Source: an optimization exercise on an open RTL-to-GDS flow (aim: small area). Production flows keep margins and buffers that such runs may drop. The RTL was checked by simulation tests, not by an equivalence proof against the original design. No activity file was given, so power comes from the tool's default toggle rates. The flow treats the clock pin as an ideal source, which a real chip does not have.

<file path="config.mk">
export PLATFORM = sky130hd
export DESIGN_NAME = stream_upsize
export DESIGN_NICKNAME = stream_upsize
export VERILOG_FILES = /design/flow/design.v
export SDC_FILE = /design/flow/constraint.sdc
export NUM_CORES = 4
export LEC_CHECK = 0
export CAP_MARGIN = 20
export CORE_MARGIN = 2
export CORE_UTILIZATION = 40
export SLEW_MARGIN = 20
</file>
<file path="constraint.sdc">
create_clock -name core_clock -period 5.0 [get_ports {clk}]
set_input_delay 1.0000 -clock core_clock [delete_from_list [all_inputs] [get_ports {clk}]]
set_output_delay 1.0000 -clock core_clock [all_outputs]
set_load 0.01 [all_outputs]
</file>
<file path="design.v">
`timescale 1ns / 1ps
module stream_upsize #(
    parameter T_DATA_WIDTH = 32,
    parameter T_DATA_RATIO = 2,
    parameter fifo_depth = 32
)(
    input  logic                    clk,
    input  logic                    rst_n,
    input  logic [T_DATA_WIDTH-1:0] s_data_i,
    input  logic                    s_last_i,
    input  logic                    s_valid_i,
    output logic                    s_ready_o,
    output logic [T_DATA_RATIO*T_DATA_WIDTH-1:0] m_data_o,
    output logic [T_DATA_RATIO-1:0] m_keep_o,
    output logic                    m_last_o,
    output logic                    m_valid_o,
    input logic                     m_ready_i
  );
    logic [T_DATA_WIDTH-1:0] buffer [fifo_depth-1:0];       
    logic                    buffer_last [fifo_depth-1:0];  
    logic [$clog2(fifo_depth)-1:0] head;        
    logic [$clog2(fifo_depth)-1:0] tail;        
    logic                          buff_full;   
    logic                          buff_empty;  
    logic                          wr_en;       
    logic                          rd_en;       
    logic                          rd_cntr;     
    always_comb begin
        if ((head - tail) >= 0) begin
            buff_full = ((head - tail) != (fifo_depth - 1)) ? 0 : 1;
        end else begin
            buff_full = ((head - tail + fifo_depth) != (fifo_depth - 1)) ? 0 : 1;
        end
    end
    assign rd_en = ~buff_empty;
    assign wr_en = ~(buff_full || ~s_ready_o); 
    assign buff_empty = ~(head != tail);
    always_ff @(posedge clk or negedge rst_n) begin
        if (~rst_n) begin
            s_ready_o <= 1;
        end
        else begin
            if (s_last_i) 
                s_ready_o <= 0; 
            if (~s_ready_o)
                s_ready_o <= 1;
        end 
    end
    always_ff @(posedge clk or negedge rst_n) begin
        if (~rst_n) begin
            head <= 0;
            for (int i=0; i<fifo_depth; i++) begin
                buffer[i] <= '0;
                buffer_last[i] <= 0;
            end
        end
        else begin
            if (s_valid_i && wr_en) begin
                    buffer[head] <= s_data_i;
                    buffer_last[head] <= s_last_i;
                    head <= (head == fifo_depth - 1) ? 0 : head + 1;
            end 
        end 
    end
    logic last_pkt;
    always_ff @(posedge clk or negedge rst_n) begin
        if (~rst_n) begin
             m_last_o <= 0;
             m_valid_o <= 0;
             rd_cntr <= 0;
             tail <= 0;
             m_keep_o <= '0;
             last_pkt <= 0;
             m_data_o <= '0;
        end else begin
            m_valid_o <= 0;
            m_last_o <= 0;
            if (rd_en && m_ready_i) begin
                    if (~rd_cntr) begin
                            m_data_o[0 +: T_DATA_WIDTH] <= buffer[tail];
                            last_pkt <= buffer_last[tail];
                            m_keep_o <= 2'b01; 
                            tail <= (tail == fifo_depth - 1) ? 0 : tail + 1;
                    end else begin
                            if (last_pkt) begin
                                    m_data_o[T_DATA_WIDTH +: T_DATA_WIDTH] <= '0;
                                    m_last_o <= last_pkt;
                                    m_valid_o <= 1;
                            end else begin
                                    m_data_o[T_DATA_WIDTH +: T_DATA_WIDTH] <= buffer[tail];
                                    m_last_o <= buffer_last[tail];
                                    m_keep_o <= 2'b11; 
                                    m_valid_o <= 1;
                                    tail <= (tail == fifo_depth - 1) ? 0 : tail + 1;
                            end
                    end
                    rd_cntr <= ~rd_cntr;
            end            
        end
    end
endmodule 
</file>
<file path="run.sh">
#!/bin/bash
# synth_recipe.tcl (not shown) runs the flow's synth.tcl, then flattens the netlist and writes it again
# the make line also repeats each setting of config.mk as NAME=value (left out here)
make -C /OpenROAD-flow-scripts/flow DESIGN_CONFIG=/design/flow/config.mk WORK_HOME=/design/flow/orfs CLKGATE_MAP_FILE= SYNTH_SCRIPT=/design/flow/synth_recipe.tcl finish
</file>
==> results of run 1 <==
path summary, 6_finish.rpt:
| path | to | slack [ns] | cells after the start |
|---|---|---|---|
| max | m_data_o[61] | 0.70 | 10 |
| min | m_keep_o[0] | 0.25 | 1 |
| max reg2reg | m_data_o[61] | 0.70 | 10 |
| min reg2reg | m_keep_o[0] | 0.47 | 1 |
| max in group asynchronous | m_data_o[13] | 3.40 | 3 |
| min in group core_clock | m_keep_o[0] | 0.47 | 1 |
metrics by stage:
stage | power, µW | setup slack, ns | utilization | area (µm²)
3_3_place_gp | 26100 | 0.982 | 0.426 | 56100
5_1_grt | 36800 | 0.753 | 0.456 | 59900
6_report | 35600 | 0.705 | 0.456 | 59900
2_1_floorplan | 20600 | 1.81 | - | 53000
3_5_place_dp | 26300 | 0.985 | 0.426 | 56000
4_1_cts | 35300 | 0.939 | 0.456 | 59900
synthesized netlist by cell type, types with 11 or more instances:
cell and number:
nand3b_1 14, mux4_2 11, buf_6 41, a221oi_1 37, mux2i_1 173, buf_2 94, mux2_1 19, a22oi_1 176
a222oi_1 18, clkbuf_1 163, or3_1 12, buf_1 12, inv_1 15, o32ai_1 14, o21ai_0 72, o2bb2ai_1 13
ha_1 17, buf_4 45, dfrtp_1 1136, o31ai_1 18, nand3_1 15, o22ai_1 84, mux2_2 704, nor2_1 59
nand2_1 133, nor3_1 23, nor4_1 15, o221ai_1 12, a22o_1 33, or4_1 11, a21oi_1 14, nand4_1 20
mux2_4 349
cells by family after synthesis:
family | Yosys count
AOI/OAI and AO/OA | 599
xor gates and xnor gates | 2
adders and majority gates | 18
buffers and inverters | 381
DFF | 1137
muxes | 1256
and+or+nand+nor | 393
worst reg2reg max path, stage by stage (launching register included):
cell	delay, ns
dfrtp_1	0.47
inv_1	0.15
ha_1	0.84
nand2_1	0.73
nor3_1	0.87
buf_4	0.27
a22oi_1	0.09
o2111ai_1	0.19
nor3_1	0.11
buf_4	0.20
o31ai_1	0.24
layer usage:
| metal | vias up | wire (µm) | GRT usage |
|---|---|---|---|
| li1 | 14200 | - | - |
| met1 | 18900 | 81100 | 0.394 |
| met2 | 1951 | 84100 | 0.417 |
| met3 | 487 | 18300 | 0.0687 |
| met4 | 10 | 10100 | 0.133 |
| met5 | - | 132 | 0.00392 |
power breakdown:
part	switching, µW	internal, µW
clock network	3810	5180
registers	1650	12000
logic	7710	5300
total	13200	22500
layout make-up:
| cell class | instances | area (µm²) | area share |
|---|---|---|---|
| inverters | 16 | 60.1 | 0.00100 |
| clock buffers | 169 | 3390 | 0.0565 |
| well taps | 1755 | 2200 | 0.0367 |
| flip-flops and latches | 1137 | 28500 | 0.475 |
| clock inverters | 42 | 480 | 0.00802 |
| repair buffers | 309 | 2830 | 0.0472 |
| diodes | 6 | 15.0 | 0.000251 |
| multi-input cells | 2268 | 22500 | 0.375 |
registers in the layout, indices dropped and copies added (netlist names):
name,cells
buffer,1024
last_pkt,1
tail,5
rd_cntr,1
m_data_o,64
m_valid_o,1
s_ready_o,1
m_last_o,1
buffer_last,32
head,5
m_keep_o,2
==> flow_results.xml, run 1 <==
<?xml version="1.0" encoding="UTF-8"?>
<metrics>
  <group name="yosys">
    <metric name="yosysWarnings" unit="">3</metric>
    <metric name="synth.net_count" unit="">3841</metric>
    <metric name="synthArstFlopShare" unit="">1.00</metric>
    <metric name="synth.cell_area" unit="µm²">53000</metric>
    <metric name="synth_top_family_by_area" unit="">multiplexers</metric>
    <metric name="synthTopCellsByArea" unit="">dfrtp_1, mux2_2, mux2_4</metric>
    <metric name="ys_seq_area_frac" unit="">0.537</metric>
    <metric name="ys_types" unit="">91</metric>
    <metric name="yosys-mux-area-fraction" unit="">0.290</metric>
    <metric name="synthDominantCellAreaShare" unit="">0.536</metric>
    <metric name="postSynthCellCount" unit="">3786</metric>
    <metric name="synth-xor-area-share" unit="">0.000331</metric>
    <metric name="predominant_post_synthesis_flop_cell" unit="">dfrtp_1</metric>
    <metric name="synth_seq_cells" unit="">1137</metric>
    <metric name="synth_simple_gate_area_share" unit="">0.0424</metric>
    <metric name="synth_enable_flop_cells" unit="">0</metric>
    <metric name="yosys.area_share.adder" unit="">0.00439</metric>
    <metric name="post_synth.cell_area_avg" unit="µm²">14.0</metric>
    <metric name="synth_compound_gate_area_share" unit="">0.0849</metric>
    <metric name="synth_area_leader_cell" unit="">dfrtp_1</metric>
  </group>
  <group name="place">
    <metric name="port_buffers" unit="">105</metric>
    <metric name="detailed_place_hpwl" unit="µm">122000</metric>
    <metric name="numPlacedInstances" unit="">5485</metric>
    <metric name="gp_routability_congestion" unit="">0.890</metric>
  </group>
  <group name="setup_path">
    <metric name="crit_buf_inv" unit="">3</metric>
    <metric name="cp_data_required_time" unit="ns">5.60</metric>
    <metric name="path_cells" unit="">inv_1 &gt; ha_1 &gt; nand2_1 &gt; nor3_1 &gt; buf_4 &gt; a22oi_1 &gt; o2111ai_1 &gt; nor3_1 &gt; buf_4 &gt; o31ai_1</metric>
    <metric name="worst_path_dominant_cell_family" unit="">simple AND/OR/NAND/NOR gates</metric>
    <metric name="slowest_cell_on_the_critical_path" unit="">nor3_1</metric>
    <metric name="timing.critical_path.from_type" unit="">flip-flop</metric>
    <metric name="worst_setup_path_startpoint" unit="">tail[1]</metric>
    <metric name="rr_startpoint" unit="">tail[1]</metric>
    <metric name="worstPathMaxFanout" unit="">16</metric>
    <metric name="critPathMaxStageDelay" unit="ns">0.87</metric>
    <metric name="worst_setup_ep_type" unit="">flip-flop</metric>
    <metric name="critPathArrivalTime" unit="ns">4.89</metric>
    <metric name="critical_path_class" unit="">reg2reg</metric>
  </group>
  <group name="final_layout">
    <metric name="mostFrequentLayoutCells" unit="">dfrtp_1, mux2_2, mux2_4, buf_4, a22oi_1</metric>
    <metric name="layout.nets" unit="">3904</metric>
    <metric name="layout_commonest_cell" unit="">dfrtp_1</metric>
    <metric name="final_layout_size_suffix_gt1_frac" unit="">0.390</metric>
    <metric name="layout.filler_cells" unit="">11800</metric>
    <metric name="instances_no_fill" unit="">5702</metric>
    <metric name="area_growth_syn_to_layout" unit="%">13.0</metric>
  </group>
  <group name="cts">
    <metric name="cts-buffers-inserted" unit="">117</metric>
    <metric name="tritoncts_clock_tree" unit="">yes</metric>
    <metric name="clk_root_buffer_cell" unit="">clkbuf_16</metric>
    <metric name="clkSlewWorstSetupHoldPaths" unit="ns">0.07</metric>
    <metric name="postCtsResizedCells" unit="">0</metric>
    <metric name="numClockSinks" unit="">1137</metric>
    <metric name="clk_path_buf_depth" unit="">3</metric>
    <metric name="clock_insertion_delay_worst_skew" unit="ns">0.72</metric>
    <metric name="postCtsSetupBuffers" unit="">0</metric>
    <metric name="cts.htree.levels" unit="">3</metric>
    <metric name="holdBufCountCts" unit="">0</metric>
  </group>
  <group name="route">
    <metric name="drt_first_iter_violations" unit="">4138</metric>
    <metric name="detailroute.via_count" unit="">35500</metric>
    <metric name="drt-vias-per-instance" unit="">6.23</metric>
    <metric name="drt-wirelength-per-cell" unit="µm">34.0</metric>
    <metric name="drt-pass1-iter-count" unit="">8</metric>
    <metric name="finalWirelength" unit="µm">194000</metric>
    <metric name="count_of_nets_left_with_antenna_violations_after_detail_routing" unit="">0</metric>
    <metric name="drcViolationCount" unit="">0</metric>
  </group>
  <group name="timing">
    <metric name="slew_violations" unit="">0</metric>
    <metric name="fmax" unit="MHz">233</metric>
    <metric name="timing_hold_violations_final" unit="">0</metric>
    <metric name="clock-skew-final" unit="ns">0.0319</metric>
    <metric name="max-slew-margin-rel" unit="">0.152</metric>
    <metric name="grt_setup_unrepaired" unit="">no</metric>
    <metric name="finalCritPeriodShare" unit="">0.859</metric>
    <metric name="final.min_clock_period" unit="ns">4.30</metric>
    <metric name="setup-tns-final" unit="ns">0</metric>
    <metric name="max_slew.worst_pin.slew" unit="ns">1.25</metric>
    <metric name="hold_ws" unit="ns">0.246</metric>
    <metric name="final-setup-viol-count" unit="">0</metric>
  </group>
  <group name="die">
    <metric name="placement_rows" unit="">133</metric>
    <metric name="floorplan.die_area" unit="µm²">135000</metric>
    <metric name="initial_core_util" unit="">0.403</metric>
    <metric name="die_width" unit="µm">368</metric>
    <metric name="dieHeight" unit="µm">368</metric>
    <metric name="fp.coreArea" unit="µm²">131000</metric>
    <metric name="ioPinCount" unit="">106</metric>
  </group>
  <group name="global_route">
    <metric name="grt_max_degree" unit="">120</metric>
    <metric name="global_route_wire_length_before_repair" unit="µm">276000</metric>
    <metric name="grt.total_usage" unit="">0.284</metric>
    <metric name="antenna_found_initial" unit="">12</metric>
    <metric name="grt_pass1_vias" unit="">35400</metric>
    <metric name="overflow" unit="">0</metric>
  </group>
  <group name="pwr">
    <metric name="vdd.ir_drop.worst" unit="µV">566</metric>
    <metric name="leakage" unit="µW">0.0273</metric>
    <metric name="p_per_area" unit="nW/µm²">595</metric>
  </group>
  <group name="outcome">
    <metric name="status" unit="">finished clean</metric>
  </group>
  <group name="run">
    <metric name="max_cap_viol_count" unit="">0</metric>
  </group>
  <group name="hold_path">
    <metric name="worstHoldPathType" unit="">in2async</metric>
  </group>
</metrics>
==> inputs of run 2 (changes only) <==
==> design.v (replaced) <==
`timescale 1ns / 1ps
module stream_upsize #(
    parameter T_DATA_WIDTH = 32,
    parameter T_DATA_RATIO = 2,
    parameter fifo_depth = 32
)(
    input  logic                    clk,
    input  logic                    rst_n,
    input  logic [T_DATA_WIDTH-1:0] s_data_i,
    input  logic                    s_last_i,
    input  logic                    s_valid_i,
    output logic                    s_ready_o,
    output logic [T_DATA_RATIO*T_DATA_WIDTH-1:0] m_data_o,
    output logic [T_DATA_RATIO-1:0] m_keep_o,
    output logic                    m_last_o,
    output logic                    m_valid_o,
    input logic                     m_ready_i
  );
    localparam W = T_DATA_WIDTH;
    localparam D = fifo_depth;
    localparam AW = $clog2(fifo_depth);
    logic [AW-1:0] head, tail;
    logic          rd_cntr;    
    logic          keep1;      
    logic [W-1:0]  lo;         
    logic [W:0]    mem [D-1:0];
    logic          full, empty, wr_en, wr_store, rd, emit, adv;
    logic [D-1:0]  wsel, rsel;
    logic [W:0]    rdata;      
    logic          sel_en;
    assign full    = (head == D-1) && (tail == 0);
    assign empty   = (head == tail);
    assign wr_en   = s_valid_i && s_ready_o && !full;
    assign wr_store = wr_en && !(rd_cntr && !rd && (AW'(head + 1'b1) == tail));
    assign rd      = !empty && m_ready_i;
    assign emit    = rd && rd_cntr;
    assign adv     = rd && !(rd_cntr && rdata[W]);
    assign sel_en  = rd_cntr || keep1;
    always_comb begin
        for (int i = 0; i < D; i++) begin
            wsel[i] = wr_store && (head == AW'(i));
            rsel[i] = sel_en && (tail == AW'(i + 1));
        end
    end
    always_comb begin
        rdata = '0;
        for (int i = 0; i < D; i++)
            rdata = rdata | ({(W+1){rsel[i]}} & mem[i]);
    end
    genvar g;
    generate
        for (g = 0; g < D; g++) begin : g_mem
            always_ff @(posedge clk)
                if (wsel[g]) mem[g] <= {s_last_i, s_data_i};
        end
    endgenerate
    always_ff @(posedge clk or negedge rst_n) begin
        if (~rst_n) begin
            s_ready_o <= 1'b1;
            head      <= '0;
            tail      <= '0;
            rd_cntr   <= 1'b0;
            m_valid_o <= 1'b0;
        end else begin
            s_ready_o <= ~s_ready_o | ~s_last_i;
            if (wr_en) head <= head + 1'b1;
            if (adv)   tail <= tail + 1'b1;
            if (rd)    rd_cntr <= ~rd_cntr;
            m_valid_o <= emit;
        end
    end
    always_ff @(posedge clk) begin
        lo    <= rdata[W-1:0];
        keep1 <= ~rdata[W];
    end
    assign m_data_o = {rdata[W-1:0], lo};
    assign m_keep_o = {keep1, 1'b1};
    assign m_last_o = m_valid_o && (!keep1 || rdata[W]);
endmodule
==> run 2 against run 1 <==
Effect of this change: sequential share of layout area rose by 22 points; critical path depth shrank 1; cell count shrank 35%; maximum frequency shrank 12%; routed wire length is 33% lower; worst setup slack got worse by 0.61 ns; sequential cell count is 35 lower; synthesized cell count is 45% lower; non-clock buffer count is 73 lower; hold slack better by 0.23 ns; combinational power down 56%; core utilization rose by 2.1 points; critical path type is now reg2out; critical endpoint is now m_data_o[32]; largest power group unchanged; highest routed layer unchanged.
==> flow_results.xml, run 2 <==
<?xml version="1.0" encoding="UTF-8"?>
<metrics>
  <group name="hold_path">
    <metric name="min_from" unit="">s_ready_o</metric>
    <metric name="worstHoldPathType" unit="">reg2reg</metric>
  </group>
  <group name="final_layout">
    <metric name="register_bank_with_the_most_flops" unit="">mem</metric>
    <metric name="layout_top_registers" unit="">mem (1056), lo (32)</metric>
    <metric name="mostFrequentLayoutCells" unit="">edfxtp_1, a22oi_1, nand4_1, clkbuf_16, buf_4</metric>
    <metric name="layout.filler_cells" unit="">8014</metric>
    <metric name="seqCellArea" unit="µm²">32700</metric>
    <metric name="area_of_the_multi_input_gates" unit="µm²">6640</metric>
    <metric name="layout.nets" unit="">2380</metric>
    <metric name="layout_commonest_cell" unit="">edfxtp_1</metric>
    <metric name="max_ffs_per_register" unit="">1056</metric>
    <metric name="final_layout_size_suffix_gt1_frac" unit="">0.158</metric>
    <metric name="area_growth_syn_to_layout" unit="%">18.6</metric>
  </group>
  <group name="setup_path">
    <metric name="worst_setup_path_startpoint" unit="">tail[0]</metric>
    <metric name="path_cells" unit="">inv_1 &gt; ha_1 &gt; nand2_2 &gt; nor3_2 &gt; buf_12 &gt; a222oi_1 &gt; nand3_1 &gt; or4_1 &gt; clkdlybuf4s50_1</metric>
    <metric name="timing.critical_path.from_type" unit="">flip-flop</metric>
    <metric name="critPathMaxStageDelay" unit="ns">0.69</metric>
    <metric name="cp-endpoint" unit="">m_data_o[32]</metric>
    <metric name="cp_data_required_time" unit="ns">4.00</metric>
    <metric name="setup_slack_on_the_worst_flop_to_flop_path" unit="ns">1.36</metric>
    <metric name="critical_path_class" unit="">reg2out</metric>
    <metric name="worstPathMaxFanout" unit="">32</metric>
    <metric name="slowest_cell_on_the_critical_path" unit="">or4_1</metric>
    <metric name="worst_setup_ep_type" unit="">output port</metric>
    <metric name="rr_endpoint" unit="">mem[9][30]</metric>
    <metric name="rr_startpoint" unit="">head[0]</metric>
    <metric name="critPathArrivalTime" unit="ns">3.90</metric>
    <metric name="rr_worst_depth" unit="">9</metric>
  </group>
  <group name="timing">
    <metric name="fmax" unit="MHz">204</metric>
    <metric name="hold_ws" unit="ns">0.471</metric>
    <metric name="setup-tns-final" unit="ns">0</metric>
    <metric name="final-setup-viol-count" unit="">0</metric>
    <metric name="final.min_clock_period" unit="ns">4.90</metric>
    <metric name="final.setup.worst_slack" unit="ns">0.0958</metric>
    <metric name="max_slew.worst_pin.slew" unit="ns">1.08</metric>
    <metric name="clock-skew-final" unit="ns">0.0246</metric>
    <metric name="timing_hold_violations_final" unit="">0</metric>
    <metric name="max-slew-margin-rel" unit="">0.277</metric>
    <metric name="grt_setup_unrepaired" unit="">no</metric>
    <metric name="slew_violations" unit="">0</metric>
    <metric name="finalCritPeriodShare" unit="">0.981</metric>
  </group>
  <group name="pwr">
    <metric name="p_int" unit="µW">17200</metric>
    <metric name="switching_share" unit="">0.296</metric>
    <metric name="vdd.ir_drop.worst" unit="µV">279</metric>
    <metric name="p_per_area" unit="nW/µm²">524</metric>
    <metric name="switchingPower" unit="µW">7240</metric>
    <metric name="power.clock.fraction" unit="">0.317</metric>
    <metric name="leakage" unit="µW">0.0145</metric>
    <metric name="pwr-share-seq" unit="">0.449</metric>
    <metric name="combinationalPowerShare" unit="">0.234</metric>
  </group>
  <group name="yosys">
    <metric name="synth_enable_flop_cells" unit="">1056</metric>
    <metric name="synthArstFlopShare" unit="">0.0118</metric>
    <metric name="synth.most_common_cell" unit="">edfxtp_1</metric>
    <metric name="postSynthCellCount" unit="">2101</metric>
    <metric name="ys_types" unit="">56</metric>
    <metric name="ys_seq_area_frac" unit="">0.830</metric>
    <metric name="synth-xor-area-share" unit="">0.00289</metric>
    <metric name="synth_seq_cells" unit="">1102</metric>
    <metric name="synth_simple_gate_area_share" unit="">0.0446</metric>
    <metric name="predominant_post_synthesis_flop_cell" unit="">edfxtp_1</metric>
    <metric name="synth.cell_area" unit="µm²">39400</metric>
    <metric name="synthTopCellsByArea" unit="">edfxtp_1, a22oi_1, nand4_1</metric>
    <metric name="yosys.area_share.adder" unit="">0.00381</metric>
    <metric name="synth_compound_gate_area_share" unit="">0.105</metric>
    <metric name="yosys-top-cells-count" unit="">edfxtp_1, a22oi_1, nand4_1</metric>
    <metric name="yosysWarnings" unit="">2</metric>
    <metric name="yosys-mux-area-fraction" unit="">0.000794</metric>
    <metric name="synth_top_family_by_area" unit="">compound AO/OA/AOI/OAI gates</metric>
    <metric name="post_synth.cell_area_avg" unit="µm²">18.7</metric>
    <metric name="synthDominantCellAreaShare" unit="">0.805</metric>
    <metric name="synth.net_count" unit="">2150</metric>
    <metric name="synth_area_leader_cell" unit="">edfxtp_1</metric>
  </group>
  <group name="cts">
    <metric name="numClockSinks" unit="">1102</metric>
    <metric name="cts-buffers-inserted" unit="">109</metric>
    <metric name="holdBufCountCts" unit="">0</metric>
    <metric name="cts.htree.levels" unit="">3</metric>
    <metric name="clock_insertion_delay_worst_skew" unit="ns">0.69</metric>
    <metric name="clk_root_buffer_cell" unit="">clkbuf_16</metric>
    <metric name="tritoncts_clock_tree" unit="">yes</metric>
    <metric name="clk_path_buf_depth" unit="">3</metric>
    <metric name="clkSlewWorstSetupHoldPaths" unit="ns">0.06</metric>
  </group>
  <group name="global_route">
    <metric name="global_route_wire_length_before_repair" unit="µm">179000</metric>
    <metric name="grt.total_usage" unit="">0.252</metric>
    <metric name="grt_max_degree" unit="">34</metric>
    <metric name="overflow" unit="">0</metric>
    <metric name="antenna_found_initial" unit="">5</metric>
    <metric name="grt_pass1_vias" unit="">22700</metric>
  </group>
  <group name="route">
    <metric name="drt-vias-per-instance" unit="">6.40</metric>
    <metric name="drcViolationCount" unit="">0</metric>
    <metric name="drt-wirelength-per-cell" unit="µm">34.9</metric>
    <metric name="drt_first_iter_violations" unit="">3894</metric>
    <metric name="finalWirelength" unit="µm">130000</metric>
    <metric name="count_of_nets_left_with_antenna_violations_after_detail_routing" unit="">0</metric>
    <metric name="detailroute.via_count" unit="">23800</metric>
    <metric name="drt-pass1-iter-count" unit="">6</metric>
  </group>
  <group name="outcome">
    <metric name="status" unit="">finished clean</metric>
  </group>
  <group name="run">
    <metric name="max_cap_viol_count" unit="">0</metric>
  </group>
  <group name="die">
    <metric name="fp.coreArea" unit="µm²">98000</metric>
    <metric name="ioPinCount" unit="">106</metric>
    <metric name="floorplan.die_area" unit="µm²">101000</metric>
    <metric name="die_width" unit="µm">318</metric>
    <metric name="dieHeight" unit="µm">318</metric>
    <metric name="initial_core_util" unit="">0.402</metric>
    <metric name="placement_rows" unit="">115</metric>
  </group>
  <group name="place">
    <metric name="detailed_place_hpwl" unit="µm">67900</metric>
    <metric name="port_buffers" unit="">104</metric>
    <metric name="detailedPlace.worstSlack" unit="ns">0.367</metric>
    <metric name="gp_routability_congestion" unit="">0.815</metric>
  </group>
</metrics>
==> run 2: cells by family after synthesis <==
logic type | after synthesis
multiplexers | 3
buffers and inverters | 129
other | 1
AO/OA/AOI/OAI | 525
XOR/XNOR | 13
adder cells (fa/ha/maj) | 12
flip-flops | 1102
AND/OR/NAND/NOR | 316
==> run 2: worst min path at each step <==
stage	depth (start not counted)	slack, ns	end
2_1_floorplan	1	0.45	s_ready_o
3_3_place_gp	1	0.46	s_ready_o
3_5_place_dp	1	0.47	s_ready_o
4_1_cts	1	0.48	s_ready_o
5_1_grt	1	0.49	s_ready_o
6_report	1	0.47	s_ready_o
==> run 2: timing repair <==
item,CTS,global route
cloned,1,0
pin swaps,3,1
buffers inserted,5,0
setup endpoints to repair,32,25
resized for setup,12,13
==> run 2: layer usage <==
metal	routed length (µm)	up-vias	GRT usage	share of wire
li1	-	9374	-	-
met1	48000	12300	0.341	0.37
met3	15400	324	0.0471	0.12
met4	5740	4	0.107	0.044
met2	60500	1752	0.402	0.47
met5	29	-	0	0.00022
==> run 2: final cells by class <==
cell class | count | share of cell area
diodes | 2 | 0.000107
clock buffers | 136 | 0.0615
clock inverters | 68 | 0.0107
inverters | 11 | 0.000884
multi-input cells | 871 | 0.142
flip-flops and latches | 1102 | 0.700
well taps | 1287 | 0.0345
repair buffers | 236 | 0.0503
==> run 2: power by group through the flow <==
stage	logic [µW]	clock network (µW)	registers [µW]
finish	5720	7770	11000
global route	5940	8210	11000
CTS	5610	7840	11000
detailed placement	5510	0	11200
global placement	5480	0	11200
floorplan	2360	0	11100
==> run 2: critical path: cells and delay by family, from the launching register on <==
family | cells | cell delay [ns]
AND/OR/NAND/NOR | 4 | 1.14
buffers and inverters | 3 | 0.93
flip-flops | 1 | 0.43
AO/OA/AOI/OAI | 1 | 0.39
adder cells (fa/ha/maj) | 1 | 0.31
==> run 2: stage by stage <==
stage | power [µW] | util | area (µm²) | std cells
after detailed placement | 16700 | 0.441 | 43200 | 3501
final | 24500 | 0.477 | 46700 | 3713
after global placement | 16600 | 0.441 | 43200 | 3501
after CTS | 24400 | 0.477 | 46700 | 3711
after floorplan | 13500 | - | 39400 | 2101
after global routing | 25200 | 0.477 | 46700 | 3713
==> inputs of run 3 (changes only) <==
--- a/design.v
+++ b/design.v
@@ -21,3 +21,3 @@
     localparam AW = $clog2(fifo_depth);
-    logic [AW-1:0] head, tail;
+    logic [AW-1:0] head, rp;    
     logic          rd_cntr;    
@@ -30,6 +30,6 @@
     logic          sel_en;
-    assign full    = (head == D-1) && (tail == 0);
-    assign empty   = (head == tail);
+    assign full    = (head == D-1) && (rp == D-1);
+    assign empty   = (head == AW'(rp + 1'b1));
     assign wr_en   = s_valid_i && s_ready_o && !full;
-    assign wr_store = wr_en && !(rd_cntr && !rd && (AW'(head + 1'b1) == tail));
+    assign wr_store = wr_en && !(rd_cntr && !rd && (head == rp));
     assign rd      = !empty && m_ready_i;
@@ -41,3 +41,3 @@
             wsel[i] = wr_store && (head == AW'(i));
-            rsel[i] = sel_en && (tail == AW'(i + 1));
+            rsel[i] = sel_en && (rp == AW'(i));
         end
@@ -60,3 +60,3 @@
             head      <= '0;
-            tail      <= '0;
+            rp        <= '1;
             rd_cntr   <= 1'b0;
@@ -66,3 +66,3 @@
             if (wr_en) head <= head + 1'b1;
-            if (adv)   tail <= tail + 1'b1;
+            if (adv)   rp   <= rp + 1'b1;
             if (rd)    rd_cntr <= ~rd_cntr;
==> flow/run.sh (new file) <==
#!/bin/bash
# The standard layout with three changes that only affect how the layout
# is built:
#  - port buffers use the smallest plain buffer (buf_1) instead of the delay
#    buffer the resizer picks by default;
#  - clock tree: clkbuf_16 only, larger sink clusters, no dummy loads.
set -euo pipefail
export BUFFER_PORTS_ARGS="-buffer_cell sky130_fd_sc_hd__buf_1"
export CTS_ARGS="-sink_clustering_enable -repair_clock_nets -sink_clustering_size 28 -sink_clustering_max_diameter 90 -buf_list sky130_fd_sc_hd__clkbuf_16 -dont_use_dummy_load"
bash standard.sh synth > flow_synth.log 2>&1
bash standard.sh > flow_layout.log 2>&1
==> standard.sh (new file) <==
#!/bin/bash
# synth_recipe.tcl (not shown) runs the flow's synth.tcl, then flattens the netlist and writes it again
# the make line also repeats each setting of config.mk as NAME=value (left out here)
make -C /OpenROAD-flow-scripts/flow DESIGN_CONFIG=/design/flow/config.mk WORK_HOME=/design/flow/orfs CLKGATE_MAP_FILE= SYNTH_SCRIPT=/design/flow/synth_recipe.tcl "${@:-finish}"
--- a/config.mk
+++ b/config.mk
@@ -9,3 +9,4 @@
 export CORE_MARGIN = 2
-export CORE_UTILIZATION = 40
+export CORE_UTILIZATION = 65
+export SETUP_SLACK_MARGIN = 0.15
 export SLEW_MARGIN = 20
removed: run.sh
==> run 3 against run 2 <==
Effect of this change: critical endpoint is now m_data_o[42]; maximum frequency is 1.9% higher; clock skew rose by 0.021 ns; combinational power down 21%; core utilization increased by 24 points; sequential power hardly changed; non-clock buffer count shrank 12; design area fell by 7.0%; largest cell class unchanged; highest routed layer unchanged.
==> flow_results.xml, run 3 <==
<?xml version="1.0" encoding="UTF-8"?>
<metrics>
  <group name="route">
    <metric name="drt_first_iter_violations" unit="">4501</metric>
    <metric name="count_of_nets_left_with_antenna_violations_after_detail_routing" unit="">0</metric>
    <metric name="finalWirelength" unit="µm">121000</metric>
    <metric name="drt-wirelength-per-cell" unit="µm">39.1</metric>
    <metric name="drt-vias-per-instance" unit="">7.56</metric>
    <metric name="drcViolationCount" unit="">0</metric>
    <metric name="detailroute.via_count" unit="">23500</metric>
    <metric name="drt-pass1-iter-count" unit="">8</metric>
  </group>
  <group name="final_layout">
    <metric name="layout.nets" unit="">2372</metric>
    <metric name="area_of_the_multi_input_gates" unit="µm²">7010</metric>
    <metric name="layout_top_registers" unit="">mem (1056), lo (32)</metric>
    <metric name="register_bank_with_the_most_flops" unit="">mem</metric>
    <metric name="area_growth_syn_to_layout" unit="%">9.07</metric>
    <metric name="max_ffs_per_register" unit="">1056</metric>
    <metric name="layout.filler_cells" unit="">3759</metric>
    <metric name="seqCellArea" unit="µm²">32700</metric>
    <metric name="instances_no_fill" unit="">3103</metric>
    <metric name="layout_commonest_cell" unit="">edfxtp_1</metric>
    <metric name="utilization_after_layout" unit="">0.719</metric>
    <metric name="insertedDiodeCount" unit="">0</metric>
    <metric name="final_layout_size_suffix_gt1_frac" unit="">0.116</metric>
    <metric name="mostFrequentLayoutCells" unit="">edfxtp_1, a22oi_1, buf_4, buf_1, nand2_1</metric>
  </group>
  <group name="timing">
    <metric name="timing_hold_violations_final" unit="">0</metric>
    <metric name="finalCritPeriodShare" unit="">0.962</metric>
    <metric name="clock-skew-final" unit="ns">0.0452</metric>
    <metric name="hold_ws" unit="ns">0.407</metric>
    <metric name="grt_setup_unrepaired" unit="">yes</metric>
    <metric name="max_slew.worst_pin.slew" unit="ns">1.19</metric>
    <metric name="final-setup-viol-count" unit="">0</metric>
    <metric name="setup-tns-final" unit="ns">0</metric>
    <metric name="slew_violations" unit="">0</metric>
    <metric name="final.min_clock_period" unit="ns">4.81</metric>
    <metric name="max-slew-margin-rel" unit="">0.203</metric>
    <metric name="fmax" unit="MHz">208</metric>
  </group>
  <group name="yosys">
    <metric name="ys_types" unit="">60</metric>
    <metric name="yosys-top-cells-count" unit="">edfxtp_1, a22oi_1, nor2_1</metric>
    <metric name="synth.cell_area" unit="µm²">39900</metric>
    <metric name="synthArstFlopShare" unit="">0.0118</metric>
    <metric name="post_synth.cell_area_avg" unit="µm²">18.4</metric>
    <metric name="synth_area_leader_cell" unit="">edfxtp_1</metric>
    <metric name="synth.most_common_cell" unit="">edfxtp_1</metric>
    <metric name="ys_seq_area_frac" unit="">0.821</metric>
    <metric name="postSynthCellCount" unit="">2168</metric>
    <metric name="synthTopCellsByArea" unit="">edfxtp_1, a22oi_1, mux2i_1</metric>
    <metric name="synthDominantCellAreaShare" unit="">0.796</metric>
    <metric name="yosysWarnings" unit="">2</metric>
    <metric name="synth_seq_cells" unit="">1102</metric>
    <metric name="synth.net_count" unit="">2217</metric>
    <metric name="predominant_post_synthesis_flop_cell" unit="">edfxtp_1</metric>
    <metric name="synth_enable_flop_cells" unit="">1056</metric>
  </group>
  <group name="setup_path">
    <metric name="critical_path_class" unit="">reg2out</metric>
    <metric name="timing.critical_path.from_type" unit="">flip-flop</metric>
    <metric name="cp_data_required_time" unit="ns">4.00</metric>
    <metric name="rr_endpoint" unit="">mem[19][29]</metric>
    <metric name="critPathMaxStageDelay" unit="ns">0.80</metric>
    <metric name="setup_slack_on_the_worst_flop_to_flop_path" unit="ns">0.35</metric>
    <metric name="path_cells" unit="">buf_6 &gt; nand2b_2 &gt; nor3_2 &gt; buf_4 &gt; a22oi_1 &gt; nand3_1 &gt; or3_1 &gt; buf_1</metric>
    <metric name="rr_startpoint" unit="">rp[0]</metric>
    <metric name="worstPathMaxFanout" unit="">33</metric>
    <metric name="critPathArrivalTime" unit="ns">3.81</metric>
    <metric name="rr_worst_depth" unit="">10</metric>
    <metric name="slowest_cell_on_the_critical_path" unit="">dfstp_4</metric>
    <metric name="worst_setup_ep_type" unit="">output port</metric>
  </group>
  <group name="die">
    <metric name="dieHeight" unit="µm">252</metric>
    <metric name="placement_rows" unit="">90</metric>
    <metric name="initial_core_util" unit="">0.659</metric>
    <metric name="floorplan.die_area" unit="µm²">63300</metric>
    <metric name="ioPinCount" unit="">106</metric>
    <metric name="die_width" unit="µm">252</metric>
    <metric name="fp.coreArea" unit="µm²">60500</metric>
  </group>
  <group name="pwr">
    <metric name="report.power.total" unit="µW">19700</metric>
    <metric name="vdd.ir_drop.worst" unit="µV">379</metric>
    <metric name="leakage" unit="µW">0.0138</metric>
    <metric name="p_per_area" unit="nW/µm²">453</metric>
  </group>
  <group name="cts">
    <metric name="clk_path_buf_depth" unit="">3</metric>
    <metric name="tritoncts_clock_tree" unit="">yes</metric>
    <metric name="clkSlewWorstSetupHoldPaths" unit="ns">0.11</metric>
    <metric name="cts-buffers-inserted" unit="">45</metric>
    <metric name="numClockSinks" unit="">1102</metric>
    <metric name="cts.htree.levels" unit="">2</metric>
    <metric name="clock_insertion_delay_worst_skew" unit="ns">0.64</metric>
    <metric name="clk_root_buffer_cell" unit="">clkbuf_16</metric>
  </group>
  <group name="run">
    <metric name="max_cap_viol_count" unit="">0</metric>
  </group>
  <group name="place">
    <metric name="detailed_place_hpwl" unit="µm">66200</metric>
    <metric name="port_buffers" unit="">104</metric>
    <metric name="gp_routability_congestion" unit="">0.845</metric>
    <metric name="numPlacedInstances" unit="">3047</metric>
  </group>
  <group name="global_route">
    <metric name="grt_max_degree" unit="">34</metric>
    <metric name="antenna_found_initial" unit="">2</metric>
    <metric name="grt_pass1_vias" unit="">22000</metric>
    <metric name="overflow" unit="">0</metric>
    <metric name="grt.total_usage" unit="">0.386</metric>
    <metric name="global_route_wire_length_before_repair" unit="µm">168000</metric>
  </group>
  <group name="hold_path">
    <metric name="worstHoldPathType" unit="">in2async</metric>
  </group>
  <group name="outcome">
    <metric name="status" unit="">finished clean</metric>
  </group>
</metrics>
## run 3: cell types whose count changed after synthesis, sizes merged, moves of 28 or more
cell and delta:
a22oi -145, a21oi +35, clkbuf -42, nand4 -60
nand2 +40, mux2i +67, a221oi +28, buf +40
nand3 +31, nor2 +36
## run 3: how the worst max path moves through the flow
stage                from  depth (start not counted)           end
floorplan           rp[2]                         14     mem[0][0]
global placement    rp[0]                          9    mem[2][15]
detailed placement  rp[0]                         10    mem[19][3]
CTS                 rp[2]                          9      m_last_o
global route        rp[2]                          9      m_last_o
finish              rp[2]                          8  m_data_o[42]
## run 3: stage by stage
stage,worst slack [ns],area [µm²]
global placement,0.509,42100
CTS,0.0656,43300
floorplan,0.0639,39900
detailed placement,0.432,42100
global route,0.124,43500
finish,0.189,43500
## run 3: logic make-up after synthesis
logic type | share of synthesized area
flops | 0.821
xor+xnor | 0.00286
simple gates | 0.0458
buf+inv | 0.0144
fa+ha+maj | 0.00377
mux | 0.0182
compound gates | 0.0943
other cells | 0.0000941
## run 3: cell type report
cell class / instances / area share
clock buffers: 45 / 0.0259
flip-flops and latches: 1102 / 0.753
repair buffers: 224 / 0.0370
well taps: 782 / 0.0225
multi-input cells: 941 / 0.161
inverters: 9 / 0.000777
## run 3: worst max-delay path: cells and delay by family (launching register included)
| family | cells | cell delay, ns |
|---|---|---|
| buffers and inverters | 3 | 1.26 |
| and+or+nand+nor | 4 | 0.94 |
| DFF | 1 | 0.80 |
| AOI/OAI and AO/OA | 1 | 0.19 |
## run 3: metal layers
| metal | GRT usage | routed length, µm | part of all wire |
|---|---|---|---|
| met1 | 0.567 | 43200 | 0.36 |
| met4 | 0.112 | 4120 | 0.034 |
| met5 | 0 | 27 | 0.00022 |
| met3 | 0.0688 | 16900 | 0.14 |
| met2 | 0.607 | 57100 | 0.47 |
## run 3: report_power, final
part           switching (µW)  internal [µW]  total (µW)
registers                 255          10700       11000
clock network            2600           1630        4230
logic                    3130           1380        4510
## run 3: timing repair
| item | in CTS | in global routing |
|---|---|---|
| resized for setup | 8 | 4 |
| buffers inserted | 0 | 9 |
| pin swaps | 0 | 2 |
| setup endpoints to repair | 33 | 26 |
| hold buffers | 0 | 0 |
==> inputs of run 4 (changes only) <==
--- a/config.mk
+++ b/config.mk
@@ -9,3 +9,4 @@
 export CORE_MARGIN = 2
-export CORE_UTILIZATION = 65
+export CORE_UTILIZATION = 75
+export PLACE_DENSITY = 0.8
 export SETUP_SLACK_MARGIN = 0.15
==> run 4 against run 3 <==
Effect of this change: area after synthesis is the same; critical path depth grew 1; global-route usage grew 5.1 points; cell count shrank 2.4%; clock power shrank 1%; non-clock buffer count grew 16; sequential power is essentially flat; hold slack gained 0.016 ns; routed wire length shrank 2.7%; clock skew grew 0.016 ns; largest power group unchanged; highest routed layer is now met4.
==> flow_results.xml, run 4 <==
<?xml version="1.0" encoding="UTF-8"?>
<metrics>
  <group name="outcome">
    <metric name="status" unit="">finished clean</metric>
  </group>
  <group name="cts">
    <metric name="clkSlewWorstSetupHoldPaths" unit="ns">0.09</metric>
    <metric name="clock_insertion_delay_worst_skew" unit="ns">0.65</metric>
    <metric name="cts-buffers-inserted" unit="">45</metric>
    <metric name="cts.htree.levels" unit="">2</metric>
    <metric name="clk_path_buf_depth" unit="">3</metric>
    <metric name="clk_root_buffer_cell" unit="">clkbuf_16</metric>
    <metric name="tritoncts_clock_tree" unit="">yes</metric>
    <metric name="holdBufCountCts" unit="">0</metric>
    <metric name="numClockSinks" unit="">1102</metric>
  </group>
  <group name="timing">
    <metric name="slew_violations" unit="">0</metric>
    <metric name="finalCritPeriodShare" unit="">0.963</metric>
    <metric name="final-setup-viol-count" unit="">0</metric>
    <metric name="clock-skew-final" unit="ns">0.0613</metric>
    <metric name="hold_ws" unit="ns">0.423</metric>
    <metric name="final.min_clock_period" unit="ns">4.81</metric>
    <metric name="setup-tns-final" unit="ns">0</metric>
    <metric name="max-slew-margin-rel" unit="">0.158</metric>
    <metric name="grt_setup_unrepaired" unit="">yes</metric>
    <metric name="fmax" unit="MHz">208</metric>
    <metric name="timing_hold_violations_final" unit="">0</metric>
    <metric name="max_slew.worst_pin.slew" unit="ns">1.26</metric>
  </group>
  <group name="route">
    <metric name="drt-pass1-iter-count" unit="">7</metric>
    <metric name="drt_first_iter_violations" unit="">4969</metric>
    <metric name="drcViolationCount" unit="">0</metric>
    <metric name="drt-wirelength-per-cell" unit="µm">39.0</metric>
    <metric name="finalWirelength" unit="µm">118000</metric>
    <metric name="drt-vias-per-instance" unit="">7.92</metric>
    <metric name="count_of_nets_left_with_antenna_violations_after_detail_routing" unit="">0</metric>
    <metric name="detailroute.via_count" unit="">24000</metric>
  </group>
  <group name="final_layout">
    <metric name="seqCellArea" unit="µm²">32700</metric>
    <metric name="layout_top_registers" unit="">mem (1056), lo (32)</metric>
    <metric name="layout.nets" unit="">2389</metric>
    <metric name="layout.filler_cells" unit="">2393</metric>
    <metric name="mostFrequentLayoutCells" unit="">edfxtp_1, a22oi_1, buf_4, buf_1, nand2_1</metric>
    <metric name="final_layout_size_suffix_gt1_frac" unit="">0.125</metric>
    <metric name="area_of_the_multi_input_gates" unit="µm²">7020</metric>
    <metric name="register_bank_with_the_most_flops" unit="">mem</metric>
    <metric name="layout_commonest_cell" unit="">edfxtp_1</metric>
    <metric name="area_growth_syn_to_layout" unit="%">9.26</metric>
    <metric name="max_ffs_per_register" unit="">1056</metric>
  </group>
  <group name="setup_path">
    <metric name="worstPathMaxFanout" unit="">8</metric>
    <metric name="timing.critical_path.from_type" unit="">flip-flop</metric>
    <metric name="worst_setup_ep_type" unit="">output port</metric>
    <metric name="critical_path_class" unit="">reg2out</metric>
    <metric name="setup_slack_on_the_worst_flop_to_flop_path" unit="ns">0.73</metric>
    <metric name="cp_data_required_time" unit="ns">4.00</metric>
    <metric name="critPathArrivalTime" unit="ns">3.81</metric>
  </group>
  <group name="global_route">
    <metric name="global_route.usage.met3" unit="">0.138</metric>
    <metric name="grt.total_usage" unit="">0.437</metric>
    <metric name="grt-busiest-layer" unit="">met2</metric>
    <metric name="grt_pass1_vias" unit="">22900</metric>
    <metric name="global_route_wire_length_before_repair" unit="µm">164000</metric>
    <metric name="met2_usage" unit="">0.652</metric>
    <metric name="overflow" unit="">0</metric>
    <metric name="grt_max_degree" unit="">40</metric>
    <metric name="antenna_found_initial" unit="">3</metric>
    <metric name="grt_use_met1" unit="">0.596</metric>
  </group>
  <group name="yosys">
    <metric name="synthArstFlopShare" unit="">0.0118</metric>
    <metric name="postSynthCellCount" unit="">2168</metric>
    <metric name="yosysWarnings" unit="">2</metric>
    <metric name="synthDominantCellAreaShare" unit="">0.796</metric>
    <metric name="post_synth.cell_area_avg" unit="µm²">18.4</metric>
    <metric name="synth_seq_cells" unit="">1102</metric>
    <metric name="predominant_post_synthesis_flop_cell" unit="">edfxtp_1</metric>
    <metric name="ys_seq_area_frac" unit="">0.821</metric>
    <metric name="yosys-top-cells-count" unit="">edfxtp_1, a22oi_1, nor2_1</metric>
    <metric name="synth_area_leader_cell" unit="">edfxtp_1</metric>
    <metric name="synth.cell_area" unit="µm²">39900</metric>
    <metric name="synth.net_count" unit="">2217</metric>
    <metric name="synth.most_common_cell" unit="">edfxtp_1</metric>
    <metric name="synth_enable_flop_cells" unit="">1056</metric>
    <metric name="synthTopCellsByArea" unit="">edfxtp_1, a22oi_1, mux2i_1</metric>
    <metric name="ys_types" unit="">60</metric>
  </group>
  <group name="die">
    <metric name="ioPinCount" unit="">106</metric>
    <metric name="fp.coreArea" unit="µm²">52600</metric>
    <metric name="placement_rows" unit="">84</metric>
    <metric name="floorplan.die_area" unit="µm²">55000</metric>
    <metric name="initial_core_util" unit="">0.758</metric>
    <metric name="die_width" unit="µm">235</metric>
    <metric name="dieHeight" unit="µm">235</metric>
  </group>
  <group name="place">
    <metric name="port_buffers" unit="">104</metric>
    <metric name="detailed_place_hpwl" unit="µm">65200</metric>
    <metric name="gp_routability_congestion" unit="">0.870</metric>
  </group>
  <group name="run">
    <metric name="max_cap_viol_count" unit="">0</metric>
  </group>
  <group name="pwr">
    <metric name="vdd.ir_drop.worst" unit="µV">428</metric>
    <metric name="p_per_area" unit="nW/µm²">453</metric>
    <metric name="leakage" unit="µW">0.0139</metric>
  </group>
  <group name="hold_path">
    <metric name="worstHoldPathType" unit="">in2async</metric>
  </group>
</metrics>
run 4: cell families after synthesis:
logic type,Yosys count,synth area share
other cells,1,0.0000941
xor+xnor,13,0.00286
flops,1102,0.821
fa+ha+maj,12,0.00377
mux,72,0.0182
buf+inv,125,0.0144
compound gates,481,0.0943
simple gates,362,0.0458
run 4: power by group:
group	switching [µW]	internal, µW
Combinational	3200	1390
Sequential	262	10700
Clock	2550	1620
Total	6020	13700
run 4: worst paths after layout:
path                           start           end  cells after the start
setup / recovery               rp[0]  m_data_o[55]                      9
hold / removal                 rst_n       rd_cntr                      1
hold reg to reg            s_ready_o     s_ready_o                      1
max in group asynchronous      rst_n       head[2]                      1
min in group core_clock    s_ready_o     s_ready_o                      1
setup reg to reg               rp[0]    mem[3][26]                     10
run 4: cell type report:
cell class	instances	area share
Sequential cell	1102	0.751
Multi-Input combinational cell	942	0.161
Timing Repair Buffer	240	0.0411
Clock buffer	45	0.0259
Tap cell	688	0.0198
Inverter	9	0.000776
Antenna cell	2	0.000115
run 4: timing repair:
| action | CTS | global route |
|---|---|---|
| setup endpoints to repair | 16 | 11 |
| pin swaps | 1 | 5 |
| setup buffers | 5 | 10 |
| gates resized for setup | 1 | 6 |
| gates cloned | 0 | 1 |
run 4: worst max-delay path: stages, from the launching register on:
cell	delay [ns]
dfstp_2	0.62
inv_1	0.10
ha_1	0.31
nand2b_2	0.29
nor3_4	0.19
buf_4	0.23
a222oi_1	0.59
nand3_1	0.13
or4_1	0.59
buf_1	0.17
run 4: metrics by stage:
stage | total power [µW] | utilization | area (µm²) | std cells | setup slack [ns]
final | 19700 | 0.829 | 43500 | 3028 | 0.187
after global routing | 20100 | 0.829 | 43500 | 3028 | 0.114
after CTS | 19400 | 0.826 | 43400 | 3015 | 0.167
after detailed placement | 15500 | 0.803 | 42200 | 2965 | 0.673
after global placement | 15300 | 0.802 | 42100 | 2960 | 0.823
after floorplan | 13400 | - | 39900 | 2168 | 0.0639
run 4: per-layer routing:
| layer | up-vias | share of wire |
|---|---|---|
| met5 | - | 0 |
| met4 | 0 | 0.062 |
| met3 | 493 | 0.18 |
| met2 | 2722 | 0.45 |
| met1 | 11500 | 0.31 |
| li1 | 9240 | - |
==> inputs of run 5 (changes only) <==
--- a/flow/run.sh
+++ b/flow/run.sh
@@ -8,3 +8,3 @@
 export BUFFER_PORTS_ARGS="-buffer_cell sky130_fd_sc_hd__buf_1"
-export CTS_ARGS="-sink_clustering_enable -repair_clock_nets -sink_clustering_size 28 -sink_clustering_max_diameter 90 -buf_list sky130_fd_sc_hd__clkbuf_16 -dont_use_dummy_load"
+export CTS_ARGS="-sink_clustering_enable -repair_clock_nets -sink_clustering_size 32 -sink_clustering_max_diameter 85 -buf_list sky130_fd_sc_hd__clkbuf_16 -dont_use_dummy_load"
 bash standard.sh synth > flow_synth.log 2>&1
--- a/config.mk
+++ b/config.mk
@@ -9,5 +9,4 @@
 export CORE_MARGIN = 2
-export CORE_UTILIZATION = 75
-export PLACE_DENSITY = 0.8
-export SETUP_SLACK_MARGIN = 0.15
+export CORE_UTILIZATION = 65
+export SETUP_SLACK_MARGIN = 0.08
 export SLEW_MARGIN = 20
==> run 5 against run 4 <==
Effect of this change: still clean on timing, DRC and antenna; via count shrank 2.4%; worst setup slack worse by 0.038 ns; area after synthesis stayed put; critical path depth is 1 higher; hold slack worse by 0.014 ns; sequential share of layout area grew 0.30 points; non-clock buffer count down 15; die area up 15%; global-route usage shrank 5.2 points; clock power fell by 3%; critical path type unchanged; largest power group unchanged.
==> flow_results.xml, run 5 <==
<?xml version="1.0" encoding="UTF-8"?>
<metrics>
  <group name="outcome">
    <metric name="status" unit="">finished clean</metric>
  </group>
  <group name="timing">
    <metric name="grt_setup_unrepaired" unit="">no</metric>
    <metric name="setup-tns-final" unit="ns">0</metric>
    <metric name="max_slew.worst_pin.slew" unit="ns">1.21</metric>
    <metric name="timing_hold_violations_final" unit="">0</metric>
    <metric name="clock-skew-final" unit="ns">0.0474</metric>
    <metric name="hold_ws" unit="ns">0.409</metric>
    <metric name="finalCritPeriodShare" unit="">0.970</metric>
    <metric name="final-setup-viol-count" unit="">0</metric>
    <metric name="max-slew-margin-rel" unit="">0.191</metric>
    <metric name="final.min_clock_period" unit="ns">4.85</metric>
    <metric name="fmax" unit="MHz">206</metric>
    <metric name="slew_violations" unit="">0</metric>
  </group>
  <group name="cts">
    <metric name="holdBufCountCts" unit="">0</metric>
    <metric name="clkSlewWorstSetupHoldPaths" unit="ns">0.11</metric>
    <metric name="cts.htree.levels" unit="">2</metric>
    <metric name="clk_root_buffer_cell" unit="">clkbuf_16</metric>
    <metric name="numClockSinks" unit="">1102</metric>
    <metric name="clock_insertion_delay_worst_skew" unit="ns">0.64</metric>
    <metric name="clk_path_buf_depth" unit="">3</metric>
    <metric name="cts-buffers-inserted" unit="">41</metric>
    <metric name="tritoncts_clock_tree" unit="">yes</metric>
  </group>
  <group name="final_layout">
    <metric name="mostFrequentLayoutCells" unit="">edfxtp_1, a22oi_1, buf_4, buf_1, nand2_1</metric>
    <metric name="insertedDiodeCount" unit="">0</metric>
    <metric name="layout_commonest_cell" unit="">edfxtp_1</metric>
    <metric name="area_of_the_multi_input_gates" unit="µm²">7010</metric>
    <metric name="seqCellArea" unit="µm²">32700</metric>
    <metric name="max_ffs_per_register" unit="">1056</metric>
    <metric name="area_growth_syn_to_layout" unit="%">8.83</metric>
    <metric name="register_bank_with_the_most_flops" unit="">mem</metric>
    <metric name="final_layout_size_suffix_gt1_frac" unit="">0.115</metric>
    <metric name="layout_top_registers" unit="">mem (1056), lo (32)</metric>
    <metric name="layout.nets" unit="">2369</metric>
    <metric name="layout.filler_cells" unit="">3770</metric>
  </group>
  <group name="setup_path">
    <metric name="worst_setup_ep_type" unit="">output port</metric>
    <metric name="rr_startpoint" unit="">rp[0]</metric>
    <metric name="path_cells" unit="">inv_1 &gt; ha_1 &gt; nand2b_1 &gt; nor2_4 &gt; buf_4 &gt; a22oi_1 &gt; nand2_1 &gt; a2111oi_0 &gt; nand4_1 &gt; buf_1</metric>
    <metric name="worst_setup_path_startpoint" unit="">rp[0]</metric>
    <metric name="critical_path_class" unit="">reg2out</metric>
    <metric name="critPathArrivalTime" unit="ns">3.85</metric>
    <metric name="crit_buf_inv" unit="">3</metric>
    <metric name="worst_path_dominant_cell_family" unit="">simple AND/OR/NAND/NOR gates</metric>
    <metric name="worstPathMaxFanout" unit="">12</metric>
    <metric name="critPathMaxStageDelay" unit="ns">0.63</metric>
    <metric name="slowest_cell_on_the_critical_path" unit="">dfstp_2</metric>
    <metric name="cp_data_required_time" unit="ns">4.00</metric>
    <metric name="timing.critical_path.from_type" unit="">flip-flop</metric>
  </group>
  <group name="yosys">
    <metric name="synthDominantCellAreaShare" unit="">0.796</metric>
    <metric name="predominant_post_synthesis_flop_cell" unit="">edfxtp_1</metric>
    <metric name="synth.cell_area" unit="µm²">39900</metric>
    <metric name="synthArstFlopShare" unit="">0.0118</metric>
    <metric name="yosys-top-cells-count" unit="">edfxtp_1, a22oi_1, nor2_1</metric>
    <metric name="ys_types" unit="">60</metric>
    <metric name="ys_seq_area_frac" unit="">0.821</metric>
    <metric name="synthTopCellsByArea" unit="">edfxtp_1, a22oi_1, mux2i_1</metric>
    <metric name="post_synth.cell_area_avg" unit="µm²">18.4</metric>
    <metric name="synth_seq_cells" unit="">1102</metric>
    <metric name="synth_area_leader_cell" unit="">edfxtp_1</metric>
    <metric name="yosysWarnings" unit="">2</metric>
    <metric name="synth.most_common_cell" unit="">edfxtp_1</metric>
    <metric name="synth_enable_flop_cells" unit="">1056</metric>
    <metric name="synth.net_count" unit="">2217</metric>
    <metric name="postSynthCellCount" unit="">2168</metric>
  </group>
  <group name="die">
    <metric name="ioPinCount" unit="">106</metric>
    <metric name="placement_rows" unit="">90</metric>
    <metric name="initial_core_util" unit="">0.659</metric>
    <metric name="dieHeight" unit="µm">252</metric>
    <metric name="die_width" unit="µm">252</metric>
    <metric name="fp.coreArea" unit="µm²">60500</metric>
    <metric name="floorplan.die_area" unit="µm²">63300</metric>
  </group>
  <group name="global_route">
    <metric name="grt_max_degree" unit="">34</metric>
    <metric name="global_route_wire_length_before_repair" unit="µm">168000</metric>
    <metric name="overflow" unit="">0</metric>
    <metric name="grt_pass1_vias" unit="">22000</metric>
    <metric name="grt.total_usage" unit="">0.385</metric>
    <metric name="antenna_found_initial" unit="">1</metric>
  </group>
  <group name="route">
    <metric name="count_of_nets_left_with_antenna_violations_after_detail_routing" unit="">0</metric>
    <metric name="detailroute.via_count" unit="">23400</metric>
    <metric name="drt_first_iter_violations" unit="">4416</metric>
    <metric name="drcViolationCount" unit="">0</metric>
    <metric name="finalWirelength" unit="µm">121000</metric>
    <metric name="drt-vias-per-instance" unit="">7.55</metric>
    <metric name="drt-pass1-iter-count" unit="">7</metric>
    <metric name="drt-wirelength-per-cell" unit="µm">39.1</metric>
  </group>
  <group name="pwr">
    <metric name="p_per_area" unit="nW/µm²">450</metric>
    <metric name="leakage" unit="µW">0.0138</metric>
    <metric name="vdd.ir_drop.worst" unit="µV">413</metric>
    <metric name="report.power.total" unit="µW">19500</metric>
  </group>
  <group name="place">
    <metric name="detailed_place_hpwl" unit="µm">66200</metric>
    <metric name="gp_routability_congestion" unit="">0.845</metric>
    <metric name="port_buffers" unit="">104</metric>
  </group>
  <group name="run">
    <metric name="max_cap_viol_count" unit="">0</metric>
  </group>
  <group name="hold_path">
    <metric name="worstHoldPathType" unit="">in2async</metric>
  </group>
</metrics>
run 5: metal layers:
metal / up-vias / global-route usage / part of all wire
met3: 269 / 0.0716 / 0.15
met5: - / 0 / 0.000091
met4: 2 / 0.117 / 0.035
met2: 2016 / 0.604 / 0.47
met1: 11900 / 0.562 / 0.35
li1: 9206 / - / -
run 5: metrics by stage:
step / utilization / std cells / instance area (µm²) / setup WS, ns
2_1_floorplan: - / 2168 / 39900 / 0.0639
3_3_place_gp: 0.696 / 3045 / 42100 / 0.509
3_5_place_dp: 0.697 / 3047 / 42100 / 0.432
4_1_cts: 0.714 / 3088 / 43200 / 0.0782
5_1_grt: 0.717 / 3100 / 43400 / 0.0900
6_report: 0.717 / 3100 / 43400 / 0.148
run 5: path summary, 6_finish.rpt:
check	slack [ns]	cells after the start	to
setup / recovery	0.15	10	m_data_o[38]
hold / removal	0.41	1	head[3]
setup reg to reg	0.33	10	mem[19][29]
hold reg to reg	0.47	1	s_ready_o
max in group asynchronous	4.12	1	rd_cntr
min in group core_clock	0.47	1	s_ready_o
run 5: repair_timing:
action	in CTS	in global routing
buffers inserted	0	10
endpoints found under the hold margin	0	0
gates resized for setup	6	4
pin swaps	0	1
setup endpoints to repair	16	6
run 5: layout make-up:
| type | count | share of cell area |
|---|---|---|
| flip-flops and latches | 1102 | 0.754 |
| multi-input cells | 941 | 0.162 |
| repair buffers | 225 | 0.0373 |
| clock buffers | 41 | 0.0237 |
| well taps | 782 | 0.0226 |
| inverters | 9 | 0.000779 |
run 5: logic make-up after synthesis:
| family | share of synthesized area |
|---|---|
| multiplexers | 0.0182 |
| adder cells (fa/ha/maj) | 0.00377 |
| buffers and inverters | 0.0144 |
| XOR/XNOR | 0.00286 |
| AO/OA/AOI/OAI | 0.0943 |
| flip-flops | 0.821 |
| AND/OR/NAND/NOR | 0.0458 |
| other | 0.0000941 |
run 5: power by group:
| group | internal (µW) | leakage [µW] | switching [µW] | total (µW) |
|---|---|---|---|---|
| registers | 10700 | 0.00993 | 257 | 11000 |
| clock network | 1490 | 0.000505 | 2570 | 4060 |
| logic | 1380 | 0.00335 | 3130 | 4510 |
| total | 13600 | 0.0138 | 5950 | 19500 |

[re-timing with driven ports]
In the flow no input, the clock included, has a driving cell. The finished layouts below were timed again as built, in two steps. Step 1 assumes that a clkbuf_16 drives the clock port and a buf_2 every other input. Step 2 also shifts input and output timing later by t, the mid clock arrival at the registers, as if the neighbouring blocks saw the same clock. a / b / c = no drivers / after step 1 / after step 2; a / b = the first two.
run	t (ns)	setup slack, ns	worst setup path after step 2	worst slew at a driven data input, ns	cell pins on the clock port's net
run 1	0.788	0.705 / 0.705 / 0.705	register to register	0.23	1
run 2	0.752	0.096 / 0.025 / 0.776	register to output	0.19	1
run 3	0.682	0.189 / 0.123 / 0.354	register to register	0.09	1
run 4	0.688	0.187 / 0.122 / 0.734	register to register	0.10	1
run 5	0.680	0.148 / 0.080 / 0.326	register to register	0.10	1
After both steps every run listed still meets setup and hold.
